Background: an optimization exercise with open tools, aiming at small area, a short achievable clock period and few clock cycles per item. Do not read the settings as production practice.
At most, simulation tests tie the RTL to the original design; equivalence was not proved.
Power and IR drop assume default switching activity.

==> flow/design.v <==
`timescale 1ns / 1ps
module dma_controller(
    input wire clk,
    input wire reset,
    input wire trigger,
    input wire [4:0] length,
    input wire [31:0] source_address,
    input wire [31:0] destination_add,
    input wire ARREADY,
    input wire [31:0] RDATA,
    input wire RVALID,
    input wire AWREADY,
    input wire WREADY,
    input wire BVALID,
    output reg done,
    output wire [31:0] ARADDR,
    output wire ARVALID,
    output wire RREADY,
    output wire [31:0] AWADDR,
    output wire AWVALID,
    output wire [31:0] WDATA,
    output wire WVALID,
    output wire BREADY
);
    wire [2:0] words = length[4:2];
    addr_stream ar (.clk(clk), .reset(reset), .trigger(trigger), .words(words),
                    .base(source_address), .ready(ARREADY),
                    .valid(ARVALID), .addr(ARADDR));
    addr_stream aw (.clk(clk), .reset(reset), .trigger(trigger), .words(words),
                    .base(destination_add), .ready(AWREADY),
                    .valid(AWVALID), .addr(AWADDR));
    reg busy;
    assign WDATA = RDATA;
    assign WVALID = RVALID & busy;
    assign RREADY = WREADY & busy;
    reg [2:0] b_idx;
    assign BREADY = 1'b1;
    wire b_last = (b_idx + 3'd1) == words;
    always @(posedge clk or posedge reset) begin
        if (reset) begin
            b_idx <= 3'd0;
            busy <= 1'b0;
            done <= 1'b0;
        end else if (trigger) begin
            b_idx <= 3'd0;
            busy <= 1'b1;
            done <= 1'b0;
        end else if (busy && BVALID) begin
            b_idx <= b_idx + 3'd1;
            busy <= !b_last;
            done <= b_last;
        end
    end
endmodule
module addr_stream(
    input wire clk,
    input wire reset,
    input wire trigger,
    input wire [2:0] words,
    input wire [31:0] base,
    input wire ready,
    output wire valid,
    output wire [31:0] addr
);
    localparam G = 4;                       
    localparam NG = (27 + G - 1) / G;       
    reg busy;
    reg [2:0] idx;
    reg [2:0] flip_lo;
    reg [NG-1:0] carry;
    assign valid = trigger | busy;
    wire hs = valid & ready;
    wire [2:0] idx_inc = idx + 3'd1;
    wire last = idx_inc == words;
    wire step = hs & !last;                 
    always @(posedge clk or posedge reset) begin
        if (reset) begin
            idx <= 3'd0;
            busy <= 1'b0;
        end else begin
            if (hs)
                idx <= last ? 3'd0 : idx_inc;
            if (hs)
                busy <= !last;
            else if (trigger)
                busy <= 1'b1;
        end
    end
    wire [2:0] lo_inc = addr[4:2] + 3'd1;
    wire carry_inc = carry[0] | (&addr[4:2]);
    wire [26:0] up = base[31:5];
    always @(posedge clk) begin
        if (step)
            flip_lo <= lo_inc ^ base[4:2];
        else if (!busy)
            flip_lo <= 3'd0;
    end
    reg carry0;
    always @(posedge clk) begin
        if (step)
            carry0 <= carry_inc;
        else if (!busy)
            carry0 <= 1'b0;
    end
    genvar g, k;
    generate
        for (g = 0; g < NG; g = g + 1) begin : grp
            if (g == 0) begin : first
                always @(*) carry[g] = carry0;
            end else begin : rest
                reg below;
                always @(posedge clk)
                    below <= &up[g*G-1:0];
                always @(*) carry[g] = carry0 & below;
            end
        end
    endgenerate
    assign addr[1:0] = 2'b00;
    assign addr[4:2] = base[4:2] ^ flip_lo;
    generate
        for (k = 0; k < 27; k = k + 1) begin : bit_up
            localparam integer GB = (k / G) * G;    
            wire inner;
            if (k == GB) begin : first
                assign inner = 1'b1;
            end else begin : rest
                assign inner = &up[k-1:GB];
            end
            assign addr[5 + k] = up[k] ^ (carry[k / G] & inner);
        end
    endgenerate
endmodule
clock: 4.0 ns
lec_check: 0
cap_margin: 20
core_margin: 2
core_utilization: 40
cts_buf_list: sky130_fd_sc_hd__clkbuf_4
setup_slack_margin: 1.5
slew_margin: 20
standard.sh (not shown) runs the stock make flow with config.mk's settings and CLKGATE_MAP_FILE= SYNTH_SCRIPT=/design/flow/synth_recipe.tcl, a recipe that flattens the netlist after the stock synthesis.
==> flow/flow/run.sh <==
#!/bin/bash
# Standard layout, but with the smallest buffer on the ports (the flow upsizes
# them where timing needs it).
set -euo pipefail
export BUFFER_PORTS_ARGS="-buffer_cell sky130_fd_sc_hd__buf_1"
bash standard.sh > standard.log 2>&1
The first run passed the timing, design-rule and antenna checks.
Testbench counts at the start, summed over its fixed seeds: cycles 5,957, words 1,889.
Edit:
--- a/flow/design.v
+++ b/flow/design.v
@@ -30,24 +30,20 @@
                     .base(destination_add), .ready(AWREADY),
                     .valid(AWVALID), .addr(AWADDR));
-    reg busy;
+    reg [2:0] b_left;
+    wire busy = |b_left;
     assign WDATA = RDATA;
     assign WVALID = RVALID & busy;
     assign RREADY = WREADY & busy;
-    reg [2:0] b_idx;
-    assign BREADY = 1'b1;
-    wire b_last = (b_idx + 3'd1) == words;
+    assign BREADY = BVALID;
     always @(posedge clk or posedge reset) begin
         if (reset) begin
-            b_idx <= 3'd0;
-            busy <= 1'b0;
+            b_left <= 3'd0;
             done <= 1'b0;
         end else if (trigger) begin
-            b_idx <= 3'd0;
-            busy <= 1'b1;
+            b_left <= words;
             done <= 1'b0;
         end else if (busy && BVALID) begin
-            b_idx <= b_idx + 3'd1;
-            busy <= !b_last;
-            done <= b_last;
+            b_left <= b_left - 3'd1;
+            done <= b_left == 3'd1;
         end
     end
@@ -87,10 +83,10 @@
         end
     end
-    wire [2:0] lo_inc = addr[4:2] + 3'd1;
+    wire [2:0] flip_inc = flip_lo ^ {addr[3] & addr[2], addr[2], 1'b1};
     wire carry_inc = carry[0] | (&addr[4:2]);
     wire [26:0] up = base[31:5];
     always @(posedge clk) begin
         if (step)
-            flip_lo <= lo_inc ^ base[4:2];
+            flip_lo <= flip_inc;
         else if (!busy)
             flip_lo <= 3'd0;
@@ -116,5 +112,5 @@
         end
     endgenerate
-    assign addr[1:0] = 2'b00;
+    assign addr[1:0] = base[1:0];           
     assign addr[4:2] = base[4:2] ^ flip_lo;
     generate
=> Final cell count came out higher by 0.42%. Total power drops by 2.3%. Worst setup slack gets worse by 33 ps. Synthesized area falls by 2.0%. Count of clock-buffer cells in the layout is unchanged. Clock power barely changes. Worst hold slack is worse by 24 ps. Design area went down by 1.8%. Wire length is higher by 2.3%. Critical path depth does not change. Combinational power shrinks by 4.4%.
Function not checked in the second run of this note: the RTL went through the layout flow alone.

## separate check: timing with driven ports
In the flow no input, the clock included, has a driving cell. The finished layouts below were timed again as built, in two steps. Step 1 assumes that a clkbuf_16 drives the clock port and a buf_2 every other input. Step 2 also shifts input and output timing later by t, the mid clock arrival at the registers, as if the neighbouring blocks saw the same clock. Three values: ideal, step 1, step 2; two values: the first two.
run	shift t [ns]	slack for setup (ns)	worst register clock-pin slew, ns
the first run	0.343	1.640 / 1.613 / 1.613	0.10 / 0.10
the second run	0.344	1.607 / 1.581 / 1.581	0.10 / 0.10
After both steps every run listed still meets setup and hold. The setup slack of the first run, which loses most, moves by -0.027 ns with the drivers and by -0.027 ns with both steps.
